Source: an optimization exercise on an open RTL-to-GDS flow (aim: small area). Production flows keep margins and buffers that such runs may drop.
Only simulation tests tie the RTL to the original design; equivalence was not proved.
No driver is modelled on the clock port, so clock power and skew are understated where the tree is cut down; a real chip needs a root buffer or a tree.
Power is estimated from default activity; no workload was simulated.

==> v36: inputs <==
Design Oven, start of the top module:
module Oven (input ON_OFF_INPUT,
			 input UP,
			 input DOWN,
			 input SW9,
			 input SW8,
			 input clk,
			 input rst,					 
			 output reg ON_OFF_OUTPUT,	 
			 output reg READY,			 
			 output reg DONE,				 
			 output reg [7:0] HEX0,
			 output reg [7:0] HEX1,
			 output reg [7:0] HEX2,
			 output reg [7:0] HEX3
			);
==> flow/config.mk <==
export PLATFORM = sky130hd
export DESIGN_NAME = Oven
export DESIGN_NICKNAME = Oven
export VERILOG_FILES = /design/flow/design.v
export SDC_FILE = /design/flow/constraint.sdc
export NUM_CORES = 4
export LEC_CHECK = 0
export ABC_AREA = 1
export CAP_MARGIN = 20
export CORE_MARGIN = 2
export CORE_UTILIZATION = 65
export SLEW_MARGIN = 20
==> flow/constraint.sdc <==
create_clock -name core_clock -period 150.0 [get_ports {clk}]
set_input_delay 30.0000 -clock core_clock [delete_from_list [all_inputs] [get_ports {clk}]]
set_output_delay 30.0000 -clock core_clock [all_outputs]
set_load 0.01 [all_outputs]
standard.sh (not shown) runs the stock make flow with config.mk's settings and CLKGATE_MAP_FILE= SYNTH_SCRIPT=/design/flow/synth_recipe.tcl, a recipe that flattens the netlist after the stock synthesis.
==> flow/flow/run.sh <==
#!/bin/bash
# Own layout flow: the standard flow with three changes.
#  1. After the standard synthesis (standard.sh synth, unchanged), the combinational logic
#     is re-mapped by Yosys/ABC with an area-oriented script (flow/abc.script), from twenty
#     random seeds; the smallest result is kept. The flip-flops of the standard synthesis
#     are kept as they are (names, cells, nets), and each result is proven equivalent to
#     the standard netlist, flip-flop by flip-flop (flow/check.tcl), before it is used.
#  2. Ports are buffered with buf_1 instead of the larger default buffer.
#  3. The clock tree is built by flow/own_cts.tcl (a root buffer and one leaf buffer per
#     cluster of about 7 flip-flops) instead of TritonCTS.
# Each tool's full output goes to a log file of its own in the work folder.
set -euo pipefail
W=$PWD
F=$W/flow
RES=$W/orfs/results/$FLOW_PLATFORM/Oven/base
export OWN_LIB=$(ls $FLOW_HOME/platforms/$FLOW_PLATFORM/lib/sky130_fd_sc_hd__tt_025C_1v80.lib)
bash standard.sh synth > $W/synth.log 2>&1
cp $RES/1_2_yosys.v $W/standard_synth.v
export OWN_IN=$W/standard_synth.v
# registers: every cell type that holds state is kept as a black box
export OWN_KEEP=$(grep -o "sky130_fd_sc_hd__d[a-z]*_[0-9]*" $W/standard_synth.v | sort -u | tr '\n' ' ' | sed 's/ $//')
cand() {
  local c=$W/cand_$1
  sed "s/@SEED@/$1/" $F/abc.script > $c.abc
  OWN_OUT=$c.v OWN_ABC_SCRIPT=$c.abc yosys -c $F/resyn.tcl > $c.resyn.log 2>&1
  OWN_OUT=$c.v yosys -c $F/check.tcl > $c.check.log 2>&1
  grep 'Chip area' $c.v.stat | awk '{print $NF}' > $c.ok
}
for r in 0 1 2 3 4; do
  for i in 0 1 2 3; do cand $((4 * r + i)) & done; wait
done
for f in $W/cand_*.ok; do echo "$f $(cat $f)"; done > $W/candidates.log
best=$(for f in $W/cand_*.ok; do [[ -s $f ]] && echo "$(cat $f) ${f%.ok}"; done | sort -g | head -1 | cut -d' ' -f2)
echo "best: $best" >> $W/candidates.log
cp $best.v $W/final_synth.v
cp $best.v $RES/1_2_yosys.v
bash standard.sh finish \
  "BUFFER_PORTS_ARGS=-buffer_cell sky130_fd_sc_hd__buf_1" \
  "PRE_CTS_TCL=$F/own_cts.tcl" \
  > $W/layout.log 2>&1
==> flow/flow/abc.script <==
strash
&get -n
&deepsyn -T 30 -S @SEED@
&put
&get -n
&dch -f
&nf -R 1000
&put
mfs2 -a -e -W 4 -M 1000
strash
&get -n
&dch -f
&nf -R 1000
&put
mfs2 -a -e -W 4 -M 1000
strash
&get -n
&dch -f
&nf -R 1000
&put
==> flow/flow/check.tcl <==
# Checks of the re-mapped netlist: it is well formed, and its logic is equivalent to the
# standard synthesis netlist (the flip-flops, kept as they are, cut the design into
# combinational parts that are proven equal net by net).
yosys -import
set lib $::env(OWN_LIB)
read_liberty -lib $lib
read_verilog $::env(OWN_OUT)
hierarchy -top $::env(FLOW_TOP)
check -assert
design -reset
read_liberty -overwrite -ignore_miss_func $lib
read_verilog $::env(OWN_IN)
yosys rename $::env(FLOW_TOP) gold
read_verilog $::env(OWN_OUT)
yosys rename $::env(FLOW_TOP) gate
foreach m [split $::env(OWN_KEEP) " "] { blackbox $m }
flatten
opt_clean
equiv_make gold gate equiv
hierarchy -top equiv
equiv_simple -seq 0
equiv_status -assert
==> flow/flow/own_cts.tcl <==
set block [ord::get_db_block]
set db [ord::get_db]
set clknet [$block findNet [get_full_name [lindex [get_property [lindex [all_clocks] 0] sources] 0]]]
set root_name sky130_fd_sc_hd__clkbuf_2
set leaf_name sky130_fd_sc_hd__buf_4
set root_m [$db findMaster $root_name]
set leaf_m [$db findMaster $leaf_name]
set sinks {}
foreach it [$clknet getITerms] {
  set b [[$it getInst] getBBox]
  lappend sinks [list $it [expr ([$b xMin] + [$b xMax]) / 2] [expr ([$b yMin] + [$b yMax]) / 2]]
}
set n [llength $sinks]
set k [expr {($n + 6) / 7}]
# k-means on the sink positions, seeded with sinks spread along the sorted order
set sorted [lsort -real -index 1 $sinks]
set cent {}
for {set i 0} {$i < $k} {incr i} {
  set s [lindex $sorted [expr int(($i + 0.5) * $n / $k)]]
  lappend cent [list [lindex $s 1] [lindex $s 2]]
}
for {set iter 0} {$iter < 50} {incr iter} {
  set assign {}
  foreach s $sinks {
    set best 0; set bd 1e30
    for {set i 0} {$i < $k} {incr i} {
      set c [lindex $cent $i]
      set d [expr abs([lindex $s 1] - [lindex $c 0]) + abs([lindex $s 2] - [lindex $c 1])]
      if {$d < $bd} { set bd $d; set best $i }
    }
    lappend assign $best
  }
  set newc {}
  for {set i 0} {$i < $k} {incr i} {
    set sx 0; set sy 0; set m 0
    foreach s $sinks a $assign { if {$a == $i} { set sx [expr $sx + [lindex $s 1]]; set sy [expr $sy + [lindex $s 2]]; incr m } }
    if {$m > 0} { lappend newc [list [expr $sx / $m] [expr $sy / $m]] } else { lappend newc [lindex $cent $i] }
  }
  set cent $newc
}
# root buffer
set rx 0; set ry 0
foreach c $cent { set rx [expr $rx + [lindex $c 0]]; set ry [expr $ry + [lindex $c 1]] }
set rx [expr int($rx / $k)]; set ry [expr int($ry / $k)]
set root [odb::dbInst_create $block $root_m clkbuf_own_root]
set rnet [odb::dbNet_create $block clknet_own_root]
$rnet setSigType CLOCK
for {set i 0} {$i < $k} {incr i} {
  set leaf [odb::dbInst_create $block $leaf_m clkbuf_own_leaf_$i]
  set lnet [odb::dbNet_create $block clknet_own_leaf_$i]
  $lnet setSigType CLOCK
  [$leaf findITerm A] connect $rnet
  [$leaf findITerm X] connect $lnet
  set c [lindex $cent $i]
  $leaf setLocation [expr int([lindex $c 0])] [expr int([lindex $c 1])]
  $leaf setPlacementStatus PLACED
  foreach s $sinks a $assign {
    if {$a == $i} { set it [lindex $s 0]; $it disconnect; $it connect $lnet }
  }
}
[$root findITerm A] connect $clknet
[$root findITerm X] connect $rnet
$root setLocation $rx $ry
$root setPlacementStatus PLACED
set_propagated_clock [all_clocks]
puts "own clock tree: $n sinks, $k leaves ($leaf_name), root $root_name"
proc clock_tree_synthesis {args} { puts "clock_tree_synthesis skipped: the clock tree was built by PRE_CTS_TCL" }
==> flow/flow/resyn.tcl <==
# Re-map the combinational logic of the standard synthesis netlist with a stronger,
# area-oriented ABC script. Flip-flop instances (names, cell types, Q nets) are kept.
yosys -import
set lib $::env(OWN_LIB)
read_liberty -overwrite -ignore_miss_func -setattr liberty_cell $lib
read_verilog $::env(OWN_IN)
hierarchy -top $::env(FLOW_TOP)
foreach m [split $::env(OWN_KEEP) " "] { blackbox $m }
flatten
yosys rename -hide w:*.*
opt_clean
techmap
opt -fast
# the platform's don't-use cells (DONT_USE_CELLS: probe and lpflow cells)
set fh [open $lib r]; set txt [read $fh]; close $fh
set dont_use {}
foreach {all name} [regexp -all -inline {cell \("?(sky130_fd_sc_hd__[a-z0-9_]+)"?\)} $txt] {
  if {[string match *lpflow* $name] || [string match *probe* $name]} { lappend dont_use -dont_use $name }
}
abc -script $::env(OWN_ABC_SCRIPT) -liberty $lib {*}$dont_use
opt_clean -purge
hilomap -singleton -hicell sky130_fd_sc_hd__conb_1 HI -locell sky130_fd_sc_hd__conb_1 LO
insbuf -buf sky130_fd_sc_hd__buf_1 A X
splitnets
opt_clean
tee -o $::env(OWN_OUT).stat stat -liberty $lib
write_verilog -noattr -noexpr -nohex -nodec $::env(OWN_OUT)
==> v37 (differences from v36) <==
==> flow/flow/run.sh (replaced) <==
#!/bin/bash
# Own layout flow: the standard flow with three changes.
#  1. After the standard synthesis (standard.sh synth, unchanged), the combinational logic
#     is re-mapped by Yosys/ABC with an area-oriented script (flow/abc.script), run with
#     four random seeds; the smallest result is kept. The flip-flops of the standard
#     synthesis are kept as they are (names, cells, nets), and the re-mapped logic is
#     proven equivalent to the standard netlist (flow/check.tcl) before it is used.
#  2. Ports are buffered with buf_1 instead of the larger default buffer.
#  3. CTS uses clkbuf_4 and no dummy loads.
# Each step's full output goes to a log file of its own in the work folder.
set -euo pipefail
W=$PWD
F=$W/flow
RES=$W/orfs/results/$FLOW_PLATFORM/Oven/base
export OWN_LIB=$(ls $FLOW_HOME/platforms/$FLOW_PLATFORM/lib/sky130_fd_sc_hd__tt_025C_1v80.lib)
bash standard.sh synth > $W/synth.log 2>&1
cp $RES/1_2_yosys.v $W/standard_synth.v
export OWN_IN=$W/standard_synth.v
# registers: every cell type that holds state is kept as a black box
export OWN_KEEP=$(grep -o "sky130_fd_sc_hd__d[a-z]*_[0-9]*" $W/standard_synth.v | sort -u | tr '\n' ' ' | sed 's/ $//')
for sd in 0 1 2 3; do
  sed "s/@SEED@/$sd/" $F/abc.script > $W/abc_$sd.script
  OWN_OUT=$W/resyn_$sd.v OWN_ABC_SCRIPT=$W/abc_$sd.script yosys -c $F/resyn.tcl > $W/resyn_$sd.log 2>&1 &
done
wait
best=$(for sd in 0 1 2 3; do echo "$(grep 'Chip area' $W/resyn_$sd.v.stat | awk '{print $NF}') $sd"; done | sort -g | head -1 | cut -d' ' -f2)
echo "kept cells: $OWN_KEEP; areas: $(grep -h 'Chip area' $W/resyn_*.v.stat | awk '{print $NF}' | tr '\n' ' '); best seed $best" > $W/resyn.log
cp $W/resyn_$best.v $W/resyn.v
OWN_OUT=$W/resyn.v yosys -c $F/check.tcl > $W/resyn_check.log 2>&1
cp $W/resyn.v $RES/1_2_yosys.v
bash standard.sh finish \
  "BUFFER_PORTS_ARGS=-buffer_cell sky130_fd_sc_hd__buf_1" \
  "CTS_ARGS=-sink_clustering_enable -repair_clock_nets -dont_use_dummy_load -buf_list sky130_fd_sc_hd__clkbuf_2 sky130_fd_sc_hd__clkbuf_4 sky130_fd_sc_hd__clkbuf_8" \
  > $W/layout.log 2>&1
==> flow/flow/abc.script (replaced) <==
strash
&get -n
&deepsyn -T 40 -S @SEED@
&put
&get -n
&dch -f
&nf -R 1000
&put
removed: flow/flow/own_cts.tcl
==> v23 (differences from v36) <==
--- a/flow/flow/run.sh
+++ b/flow/flow/run.sh
@@ -2,5 +2,5 @@
 # Own layout flow: the standard flow with three changes.
 #  1. After the standard synthesis (standard.sh synth, unchanged), the combinational logic
-#     is re-mapped by Yosys/ABC with an area-oriented script (flow/abc.script), from twenty
+#     is re-mapped by Yosys/ABC with an area-oriented script (flow/abc.script), from 32
 #     random seeds; the smallest result is kept. The flip-flops of the standard synthesis
 #     are kept as they are (names, cells, nets), and each result is proven equivalent to
@@ -27,5 +27,5 @@
   grep 'Chip area' $c.v.stat | awk '{print $NF}' > $c.ok
 }
-for r in 0 1 2 3 4; do
+for r in 0 1 2 3 4 5 6 7; do
   for i in 0 1 2 3; do cand $((4 * r + i)) & done; wait
 done
==> metrics.yaml <==
status:
  status: "complete, no violations"
sta:
  hold_viol_final: 0
power:
  p_leak_nw: 1.37
critical_path:
  cp-end-kind: "output port"
  timing.rr.start: "oh[1]"
  slowest_delay_ps: 650
  critPathTopFamily: "compound AO/OA/AOI/OAI gates"
place:
  post-dp-hpwl_um: 5780
The numbers above come from v36.

==> metrics.yaml <==
critical_path:
  timing.rr.start: "ph[2]"
  critPathTopFamily: "compound AO/OA/AOI/OAI gates"
  crit_path_end: "HEX1[6]"
  r2r-end: "ot[2]"
power:
  switching_share: 0.236
  p_leak_nw: 1.30
clock_network:
  cts-resized-gates: 0
cells_and_area:
  sh_seq_area: 0.350
sta:
  hold_viol_final: 0
  finalSetupViolations: 0
status:
  status: "complete, no violations"
hold_path:
  holdCritPathClass: "flop to flop"
place:
  io_buffers: 38
  post-dp-hpwl_um: 5790
The numbers above come from v23.

==> metrics.yaml <==
logic_synthesis:
  syn_avg_cell_area_um2: 7.78
  postSynthCellCount: 415
  synth_area_um2: 3230
  yosysWarnings: 1
place:
  dp_slack_ps: 117420
  place_inst: 520
  gp_congestion: 0.971
  placed_area_um2: 3460
  post-dp-hpwl_um: 5870
floorplanning:
  io-pin-count: 42
  rows: 25
  die_x_um: 74.5
  dieHeight_um: 74.5
status:
  error: "[ERROR STA-0564] clock_tree_synthesis positional arguments not supported."
  lastStage: "clock tree synthesis (4_1_cts)"
  status: "aborted with a tool error"
The numbers above come from v37.

The clock cells of v36 and v23 come from the design's own scripts or RTL, not from TritonCTS.

what the ideal ports hide:
The flow's constraints put no driver on any port. The routed layouts listed below were extracted and timed again, unchanged, in two steps.
Step 1, drivers: a clkbuf_16 drives clk and a buf_2 each remaining input, both assumed.
Step 2 also shifts input and output timing later by t, the mid clock arrival at the registers, as if the neighbouring blocks saw the same clock.
a / b / c = no drivers / after step 1 / after step 2; a / b = the first two.
run | t, ns | setup slack, ns | clock arrival spread, ns | slew at the worst register clock pin (ns) | worst slew at a driven data input, ns
v36 | 0.526 | 116.789 / 116.763 / 117.288 | 0.027 / 0.027 | 0.09 / 0.09 | 0.03
v23 | 0.523 | 116.832 / 116.806 / 117.329 | 0.032 / 0.032 | 0.10 / 0.10 | 0.03
After both steps every run listed still meets setup and hold.
